Background: an optimization exercise with open tools, aiming at small area, a short achievable clock period and few clock cycles per item. Do not read the settings as production practice.
Only the layout flow was run in this run; the RTL was not checked for function there.
Power is estimated from default activity; no workload was simulated.

### design/flow/flow/run.sh
#!/bin/bash
# Own flow: the standard layout, with two changes:
#  - synthesis maps the logic with an area-oriented ABC script (flow/abc_map.script);
#    Yosys does not extract half/full adders (ADDER_MAP_FILE empty);
#    everything else in synthesis is the standard script;
#  - ports are buffered with sky130_fd_sc_hd__buf_1 instead of the default buffer.
set -euo pipefail
W=$(pwd)
F=$W/flow
export MY_ABC_SCRIPT=$F/abc_map.script
export FLOW_SYNTH_TCL=$W/synth_recipe.tcl
make -C "$FLOW_HOME" DESIGN_CONFIG="$W/config.mk" WORK_HOME="$W/orfs" CLKGATE_MAP_FILE= \
  SYNTH_SCRIPT="$F/my_synth.tcl" ADDER_MAP_FILE= synth > "$W/synth.log" 2>&1
export BUFFER_PORTS_ARGS="-buffer_cell sky130_fd_sc_hd__buf_1"
cp standard.sh standard_used.sh
bash standard.sh > "$W/layout.log" 2>&1
### design/flow/flow/abc_map.script
strash
dch
amap
topo
stime -c
### design/flow/flow/my_synth.tcl
# The standard synthesis script (synth_recipe.tcl), with only the script
# that ABC maps the logic with replaced by MY_ABC_SCRIPT. Yosys's -import skips
# commands that already exist, so this abc wrapper is the one synth.tcl calls.
proc abc {args} {
  set i [lsearch -exact $args -script]
  if {$i >= 0} { lset args [expr {$i + 1}] $::env(MY_ABC_SCRIPT) }
  yosys abc {*}$args
}
source $::env(FLOW_SYNTH_TCL)
### design/flow/standard.sh
#!/bin/bash
# synth_recipe.tcl (not shown) runs the flow's synth.tcl, then flattens the netlist and writes it again
# the make line also repeats each setting of config.mk as NAME=value (left out here)
make -C /OpenROAD-flow-scripts/flow DESIGN_CONFIG=/design/flow/config.mk WORK_HOME=/design/flow/orfs CLKGATE_MAP_FILE= SYNTH_SCRIPT=/design/flow/synth_recipe.tcl "${@:-finish}"
### design/flow/config.mk
export PLATFORM = sky130hd
export DESIGN_NAME = bin2bcd
export DESIGN_NICKNAME = bin2bcd
export VERILOG_FILES = /design/flow/design.v
export SDC_FILE = /design/flow/constraint.sdc
export NUM_CORES = 4
export LEC_CHECK = 0
export CAP_MARGIN = 20
export CORE_AREA = 2.3 2.72 59.8 59.84
export DIE_AREA = 0 0 62 62
export SLEW_MARGIN = 20
### design/flow/constraint.sdc
create_clock -name core_clock -period 5.0 [get_ports {clk}]
set_input_delay 1.0000 -clock core_clock [delete_from_list [all_inputs] [get_ports {clk}]]
set_output_delay 1.0000 -clock core_clock [all_outputs]
set_load 0.01 [all_outputs]
### design/flow/design.v
`timescale 1ns / 1ps
module bin2bcd(
    input clk,
    input reset,
    input start,               
    input [11:0] bin_in,       
    output reg [15:0] bcd_out,  
    output reg done             
);
    wire [11:0] x = bin_in;
    wire [13:0] s;          
    wire i_27, i_28, i_29, i_30, i_31, i_32, i_33, i_34, i_35, i_36, i_37, i_38, i_39, i_40, i_41, i_42, i_43, i_44, i_45, i_46, i_47, i_48, i_49, i_50, i_51, i_52, i_53, i_54, i_55, i_56, i_57, i_58, i_59, i_60, i_61, i_62, i_63, i_64, i_65, i_66, i_67, i_68, i_69, i_70, i_71, i_72, i_73, i_74, i_76, i_77, i_79, i_80, i_81, i_83, i_84, i_86, i_87, i_88, i_89, i_90, i_91, i_92, i_93, i_94, i_95, i_97, i_98, i_100, i_101, i_102, i_104, i_105;
    assign i_27 = ~x[9]& x[11];
    assign i_28 = ~x[10]& i_27;
    assign i_29 = x[8]& i_28;
    assign i_30 = x[10]& ~i_27;
    assign i_31 = ~x[8]& i_30;
    assign i_32 = x[9]& x[11];
    assign i_33 = x[10]& x[11];
    assign i_34 = ~x[9]& ~i_33;
    assign i_35 = ~i_32 & ~i_34;
    assign i_36 = i_31 & ~i_35;
    assign i_37 = ~i_29 & ~i_36;
    assign i_38 = x[7]& ~i_37;
    assign i_39 = ~i_31 & i_35;
    assign i_40 = ~x[8]& i_28;
    assign i_41 = ~i_39 & ~i_40;
    assign i_42 = ~x[7]& ~i_41;
    assign i_43 = ~x[8]& ~i_35;
    assign i_44 = i_30 & ~i_43;
    assign i_45 = ~i_28 & ~i_44;
    assign i_46 = ~x[8]& ~i_45;
    assign i_47 = x[8]& i_45;
    assign i_48 = ~i_46 & ~i_47;
    assign i_49 = i_42 & i_48;
    assign i_50 = ~i_38 & ~i_49;
    assign i_51 = ~x[6]& ~i_50;
    assign i_52 = ~i_42 & ~i_48;
    assign i_53 = ~x[7]& ~i_37;
    assign i_54 = ~i_52 & ~i_53;
    assign i_55 = ~x[6]& ~i_54;
    assign i_56 = ~x[7]& i_48;
    assign i_57 = ~i_41 & ~i_56;
    assign i_58 = i_37 & ~i_57;
    assign i_59 = ~x[7]& ~i_58;
    assign i_60 = x[7]& i_58;
    assign i_61 = ~i_59 & ~i_60;
    assign i_62 = ~i_55 & ~i_61;
    assign i_63 = ~i_51 & ~i_62;
    assign i_64 = ~x[6]& i_61;
    assign i_65 = ~i_54 & ~i_64;
    assign i_66 = i_50 & ~i_65;
    assign i_67 = x[6]& ~i_66;
    assign i_68 = ~x[6]& i_66;
    assign i_69 = ~i_67 & ~i_68;
    assign i_70 = ~x[5]& ~i_69;
    assign i_71 = ~i_63 & ~i_70;
    assign i_72 = x[6]& ~i_50;
    assign i_73 = i_55 & i_61;
    assign i_74 = ~i_72 & ~i_73;
    assign s[8]= i_71 | ~i_74;
    assign i_76 = x[5]& s[8];
    assign i_77 = ~x[5]& ~s[8];
    assign s[5]= ~i_76 & ~i_77;
    assign i_79 = ~x[5]& ~i_74;
    assign i_80 = ~x[5]& ~i_63;
    assign i_81 = i_69 & ~i_80;
    assign s[6]= i_79 | i_81;
    assign i_83 = x[5]& ~i_74;
    assign i_84 = ~i_69 & i_80;
    assign s[7]= i_83 | i_84;
    assign i_86 = ~i_32 & ~i_33;
    assign i_87 = i_58 & ~i_86;
    assign i_88 = ~i_45 & ~i_87;
    assign i_89 = ~i_44 & i_58;
    assign i_90 = ~i_58 & i_86;
    assign i_91 = ~i_87 & ~i_90;
    assign i_92 = ~i_89 & ~i_91;
    assign i_93 = i_66 & ~i_92;
    assign i_94 = i_88 & ~i_93;
    assign i_95 = ~i_44 & i_87;
    assign s[12]= i_94 | i_95;
    assign i_97 = i_66 & ~s[12];
    assign i_98 = ~i_66 & s[12];
    assign s[9]= ~i_97 & ~i_98;
    assign i_100 = i_66 & i_95;
    assign i_101 = i_66 & i_88;
    assign i_102 = i_92 & ~i_101;
    assign s[10]= i_100 | i_102;
    assign i_104 = ~i_66 & i_95;
    assign i_105 = i_88 & i_93;
    assign s[11]= i_104 | i_105;
    assign s[13]= ~i_86 & ~i_89;
    assign s[0]= x[0];
    assign s[1]= x[1];
    assign s[2]= x[2];
    assign s[3]= x[3];
    assign s[4]= x[4];
    reg [13:0] s_q;
    always @(posedge clk)
        s_q <= s;
    always @(posedge clk or posedge reset)
    begin
        if (reset)
            done <= 1'b0;
        else
            done <= start;
    end
    wire [13:0] y = s_q;
    wire [15:0] o;
    wire o_32, o_33, o_34, o_35, o_36, o_37, o_38, o_39, o_40, o_41, o_42, o_43, o_44, o_45, o_46, o_47, o_48, o_49, o_50, o_51, o_52, o_53, o_54, o_55, o_56, o_57, o_58, o_59, o_60, o_61, o_62, o_63, o_64, o_65, o_66, o_67, o_68, o_69, o_70, o_71, o_72, o_74, o_75, o_77, o_78, o_79, o_81, o_82, o_84, o_85, o_86, o_87, o_88, o_89, o_90, o_91, o_92, o_93, o_94, o_95, o_96, o_97, o_98, o_99, o_100, o_101, o_102, o_103, o_104, o_105, o_106, o_107, o_108, o_109, o_110, o_111, o_112, o_113, o_114, o_115, o_116, o_117, o_118, o_119, o_120, o_121, o_122, o_123, o_124, o_126, o_127, o_129, o_130, o_131, o_133, o_134, o_136, o_137, o_138, o_139, o_140, o_141, o_142, o_143, o_144, o_145, o_146, o_147, o_148, o_150, o_151, o_152, o_153, o_154, o_155, o_156, o_157, o_159, o_160, o_162, o_163, o_164, o_166, o_167;
    assign o_32 = y[4]& y[7];
    assign o_33 = ~y[4]& ~y[5];
    assign o_34 = y[6]& o_33;
    assign o_35 = ~o_32 & ~o_34;
    assign o_36 = y[3]& ~o_35;
    assign o_37 = ~y[4]& y[6];
    assign o_38 = y[5]& ~o_37;
    assign o_39 = ~y[4]& y[7];
    assign o_40 = ~o_38 & ~o_39;
    assign o_41 = ~y[3]& ~o_40;
    assign o_42 = y[6]& ~o_33;
    assign o_43 = ~y[7]& ~o_42;
    assign o_44 = ~y[4]& ~o_43;
    assign o_45 = y[4]& o_43;
    assign o_46 = ~o_44 & ~o_45;
    assign o_47 = o_41 & o_46;
    assign o_48 = ~o_36 & ~o_47;
    assign o_49 = ~y[2]& ~o_48;
    assign o_50 = ~o_41 & ~o_46;
    assign o_51 = ~y[3]& ~o_35;
    assign o_52 = ~o_50 & ~o_51;
    assign o_53 = ~y[2]& ~o_52;
    assign o_54 = ~y[3]& o_46;
    assign o_55 = ~o_40 & ~o_54;
    assign o_56 = o_35 & ~o_55;
    assign o_57 = y[3]& ~o_56;
    assign o_58 = ~y[3]& o_56;
    assign o_59 = ~o_57 & ~o_58;
    assign o_60 = ~o_53 & o_59;
    assign o_61 = ~o_49 & ~o_60;
    assign o_62 = ~y[2]& ~o_59;
    assign o_63 = ~o_52 & ~o_62;
    assign o_64 = o_48 & ~o_63;
    assign o_65 = y[2]& ~o_64;
    assign o_66 = ~y[2]& o_64;
    assign o_67 = ~o_65 & ~o_66;
    assign o_68 = ~y[1]& ~o_67;
    assign o_69 = ~o_61 & ~o_68;
    assign o_70 = y[2]& ~o_48;
    assign o_71 = o_53 & ~o_59;
    assign o_72 = ~o_70 & ~o_71;
    assign o[4]= o_69 | ~o_72;
    assign o_74 = y[1]& o[4];
    assign o_75 = ~y[1]& ~o[4];
    assign o[1]= ~o_74 & ~o_75;
    assign o_77 = ~y[1]& ~o_72;
    assign o_78 = ~y[1]& ~o_61;
    assign o_79 = o_67 & ~o_78;
    assign o[2]= o_77 | o_79;
    assign o_81 = y[1]& ~o_72;
    assign o_82 = ~o_67 & o_78;
    assign o[3]= o_81 | o_82;
    assign o_84 = y[8]& y[11];
    assign o_85 = ~y[8]& ~y[9];
    assign o_86 = y[10]& o_85;
    assign o_87 = ~o_84 & ~o_86;
    assign o_88 = ~o_43 & ~o_87;
    assign o_89 = ~y[8]& y[11];
    assign o_90 = ~y[8]& y[10];
    assign o_91 = y[9]& ~o_90;
    assign o_92 = ~o_89 & ~o_91;
    assign o_93 = o_43 & ~o_92;
    assign o_94 = y[10]& ~o_85;
    assign o_95 = ~y[11]& ~o_94;
    assign o_96 = ~y[8]& ~o_95;
    assign o_97 = y[8]& o_95;
    assign o_98 = ~o_96 & ~o_97;
    assign o_99 = o_93 & o_98;
    assign o_100 = ~o_88 & ~o_99;
    assign o_101 = o_56 & ~o_100;
    assign o_102 = o_43 & ~o_87;
    assign o_103 = ~o_93 & ~o_98;
    assign o_104 = ~o_102 & ~o_103;
    assign o_105 = o_56 & ~o_104;
    assign o_106 = o_43 & o_98;
    assign o_107 = ~o_92 & ~o_106;
    assign o_108 = o_87 & ~o_107;
    assign o_109 = o_43 & ~o_108;
    assign o_110 = ~o_43 & o_108;
    assign o_111 = ~o_109 & ~o_110;
    assign o_112 = ~o_105 & ~o_111;
    assign o_113 = ~o_101 & ~o_112;
    assign o_114 = o_56 & o_111;
    assign o_115 = ~o_104 & ~o_114;
    assign o_116 = o_100 & ~o_115;
    assign o_117 = o_56 & ~o_116;
    assign o_118 = ~o_56 & o_116;
    assign o_119 = ~o_117 & ~o_118;
    assign o_120 = o_64 & o_119;
    assign o_121 = ~o_113 & ~o_120;
    assign o_122 = ~o_56 & ~o_100;
    assign o_123 = o_105 & o_111;
    assign o_124 = ~o_122 & ~o_123;
    assign o[8]= o_121 | ~o_124;
    assign o_126 = ~o_64 & o[8];
    assign o_127 = o_64 & ~o[8];
    assign o[5]= ~o_126 & ~o_127;
    assign o_129 = o_64 & ~o_124;
    assign o_130 = o_64 & ~o_113;
    assign o_131 = ~o_119 & ~o_130;
    assign o[6]= o_129 | o_131;
    assign o_133 = ~o_64 & ~o_124;
    assign o_134 = o_119 & o_130;
    assign o[7]= o_133 | o_134;
    assign o_136 = y[13]& o_95;
    assign o_137 = ~y[12]& o_136;
    assign o_138 = o_108 & o_137;
    assign o_139 = y[13]& ~o_95;
    assign o_140 = y[12]& y[13];
    assign o_141 = o_95 & ~o_140;
    assign o_142 = ~o_139 & ~o_141;
    assign o_143 = y[12]& ~o_136;
    assign o_144 = o_108 & o_143;
    assign o_145 = o_142 & ~o_144;
    assign o_146 = ~o_138 & ~o_145;
    assign o_147 = o_108 & ~o_142;
    assign o_148 = o_143 & ~o_147;
    assign o[13]= o_137 | o_148;
    assign o_150 = o_108 & o[13];
    assign o_151 = ~o_108 & ~o[13];
    assign o_152 = ~o_150 & ~o_151;
    assign o_153 = o_116 & o_152;
    assign o_154 = ~o_146 & ~o_153;
    assign o_155 = ~o_108 & o_137;
    assign o_156 = ~o_142 & o_144;
    assign o_157 = ~o_155 & ~o_156;
    assign o[12]= o_154 | ~o_157;
    assign o_159 = o_116 & o[12];
    assign o_160 = ~o_116 & ~o[12];
    assign o[9]= o_159 | o_160;
    assign o_162 = o_116 & ~o_157;
    assign o_163 = o_116 & ~o_146;
    assign o_164 = ~o_152 & ~o_163;
    assign o[10]= o_162 | o_164;
    assign o_166 = ~o_116 & ~o_157;
    assign o_167 = o_152 & o_163;
    assign o[11]= o_166 | o_167;
    assign o[14]= o_139 | o_140;
    assign o[15]= 1'b0;
    assign o[0]= y[0];
    always @(*)
        bcd_out = o;
endmodule
==> run notes <==
## power by group through the flow
stage,clock (mW),sequential (mW),combinational [mW]
final,0.0629,0.147,0.362
after global placement,0,0.149,0.361
after global routing,0.0732,0.150,0.422
after CTS,0.0675,0.147,0.364
after detailed placement,0,0.150,0.363
after floorplan,0,0.148,0.274
## cell families (layout without fill, tap and decap cells)
logic type | after synthesis | in the layout | share of synthesized area, %
compound gates | 72 | 72 | 39.6
buf+inv | 33 | 66 | 12.4
flops | 15 | 15 | 28.8
other cells | 1 | 1 | 0.354
simple gates | 50 | 50 | 18.8
## Yosys cell counts
library cell,n
nor2_1,29
dfrtp_1,1
nor3_1,2
a21oi_1,14
o32ai_1,2
clkinv_1,31
buf_4,2
a22o_1,1
or2_0,2
o21ai_0,28
conb_1,1
o21a_1,2
nor2b_1,1
nand3_1,1
nand2_1,15
dfxtp_1,14
a22oi_1,9
o22ai_1,16
## cell type report
cell class	instances	share of cell area (%)
inverter	31	9.33
tap	46	4.61
sequential	15	24.5
timing repair buffer	31	9.63
clock buffer	4	2.11
multi-input combinational	123	49.8
## registers in the layout (all words and copies together) (netlist names)
register  cells
done          1
s_q          14
## per-layer routing
layer,track usage (%),part of all wire [%]
met5,0,0
met4,5.47,1.1
met3,2.07,3.3
met2,19.6,47
met1,13.1,49
## path summary, 6_finish.rpt
kind                                 from             end  slack, ns  depth (start not counted)
worst max-delay path       s_q[8]$_DFF_P_      bcd_out[5]       0.56                         16
worst min-delay path                reset  done$_DFF_PP0_       0.52                          2
max in group asynchronous           reset  done$_DFF_PP0_       4.40                          2
min in group core_clock         bin_in[1]  s_q[1]$_DFF_P_       0.82                          1
## through the flow
step	instance area (um^2)	util (%)	hold WS (ns)	setup slack, ns	instances
3_3_place_gp	1220	37.2	0.805	0.639	246
3_5_place_dp	1220	37.2	0.809	0.649	246
4_1_cts	1250	38.0	0.504	0.356	250
5_1_grt	1250	38.0	0.502	0.0251	250
2_1_floorplan	1060	-	0.723	0.987	171
6_report	1250	38.0	0.519	0.564	250
## timing repair
| action | in CTS | in global routing |
|---|---|---|
| resized for setup | 0 | 3 |
| hold buffers | 0 | 0 |
| endpoints found under the setup margin | 0 | 3 |
==> flow_metrics.py <==
metrics = {
    "routing": {
        "drt-total-wl_um": 1960,
        "first_iter_violations": 35,
        "routed-via-count": 1167,
        "vias_per_cell": 4.67,
        "drc": 0,
        "ant_nets": 0,
        "first_pass_iters": 4,
        "wire_per_inst_um": 7.82,
    },
    "timing": {
        "maxSlewViolCount": 0,
        "fmax_mhz": 225,
        "hold_viol_final": 0,
        "finalSetupViolCount": 0,
        "rsz0062_at_grt": "no",
        "min_period_ns": 4.44,
        "period_share_pct": 88.7,
        "finalSetupTns_ns": 0,
    },
    "worst_setup_path": {
        "critPathSlowestCell": "dfxtp_1",
        "cp_data_arrival_time_ns": 3.44,
        "cp_max_fo": 6,
        "required_ns": 4.00,
        "worst-setup-path-type": "reg -> out",
        "cpLargestDelayFamily": "compound AO/OA/AOI/OAI gates",
        "cp-end-kind": "output pin",
        "cp_slowest_stage_delay_ns": 0.41,
        "cp-start-kind": "register",
        "path_cells": "nor2_1, o21ai_1, a21oi_1, o21a_1, nor2_1, clkinv_1, o22ai_1, a21oi_1, nor2_1, clkinv_1, o22ai_1, nor2_1, o21ai_0, nand2_1, o21ai_0, buf_1",
        "cp.buffers_inverters": 3,
        "path_common_cell": "nor2_1",
    },
    "global_routing": {
        "antenna_found_initial": 0,
        "grt_pass1_wl_um": 3310,
        "grt.total_usage_pct": 11.2,
        "grt.overflow.total": 0,
        "first_global_vias": 888,
        "grt_max_degree": 9,
    },
    "min_path": {
        "hp-class": "in -> async",
    },
    "synth": {
        "syn-instance-count": 171,
        "yosys_warnings": 1,
        "synth_seq_cells": 15,
        "synth_area_um2": 1060,
        "yosysTopAreaCellShare_pct": 26.5,
        "syn-num-nets": 186,
        "synth_cell_types": 18,
        "yosys-top-cells-area": "dfxtp_1 (26%), o21ai_0 (13%), clkinv_1 (11%), nor2_1 (10%), o22ai_1 (9.5%)",
        "synth_top_cell_by_area": "dfxtp_1",
        "ys_seq_area_share_pct": 28.8,
        "synth.avg_cell_area_um2": 6.19,
    },
    "placement": {
        "dp_hpwl_um": 1690,
        "port_buffers": 30,
        "place_congestion": 0.753,
    },
    "clocking": {
        "cts_max_level": 1,
        "cts_made_buffers": 3,
        "max-clock-path-buffers": 2,
        "cts-root-buf": "clkbuf_4",
        "cts_setup_buffers": 0,
        "cts_tree": "done",
        "clk_pin_slew_ns": 0.08,
        "cts_sinks": 15,
    },
    "cells_and_area": {
        "area_growth_pct": 17.8,
        "fill_cells": 380,
        "layout-drive-gt1-share_pct": 1.96,
        "multi_input_area_um2": 622,
        "seq_area_um2": 305,
        "final_cell_mix": "clkinv_1 (31), buf_1 (30), nor2_1 (29)",
        "fin_nets": 220,
        "n_antenna_cell": 0,
        "layout_commonest_cell": "clkinv_1",
    },
    "die": {
        "rows": 21,
        "die_w_um": 62,
        "initial_core_util_pct": 32.2,
        "fp.dieH_um": 62,
        "coreArea_um2": 3280,
        "dieArea_um2": 3840,
        "ios": 32,
    },
    "pwr": {
        "p_total_uw": 573,
        "power.leakage_nw": 0.438,
        "irDropWorstVdd_mv": 0.0991,
        "p_switching_uw": 278,
        "p_clk_share_pct": 11.0,
        "pwr-share-seq_pct": 25.7,
        "combPwrFrac_pct": 63.3,
        "powerDensity_nw_per_um2": 459,
        "p_int_uw": 295,
        "swShare_pct": 48.6,
    },
    "run_status": {
        "run_status": "complete, no violations",
    },
    "run": {
        "maxCapViolCount": 0,
    },
}

-- port drivers added, routing unchanged --
The results above use ideal ports. As a check the final layout listed here was re-extracted and re-timed, cells and wires unchanged. Step 1 (the two cells are an assumption about what drives the block):
set clk [get_ports {clk}]
set_driving_cell -lib_cell sky130_fd_sc_hd__clkbuf_16 $clk
set_driving_cell -lib_cell sky130_fd_sc_hd__buf_2 [delete_from_list [all_inputs] $clk]
Step 2 times the ports against the registers' clock, not the clock port: input delays grow and output delays shrink by t, the midpoint of the rising clock arrivals with the driver on. a / b / c = ideal ports / drivers / drivers and shift; a / b = the first two.
t, ns: 0.285
setup slack, ns: 0.564 / 0.544 / 0.829
worst hold slack (ns): 0.519 / 0.518 / 0.804
latest minus earliest clock arrival (ns): 0.002 / 0.003
cell pins on the clock port's net: 1
After both steps setup and hold are still met in this run. For this run, drivers alone change the setup slack by -0.020 ns; drivers and shift together by +0.265 ns.
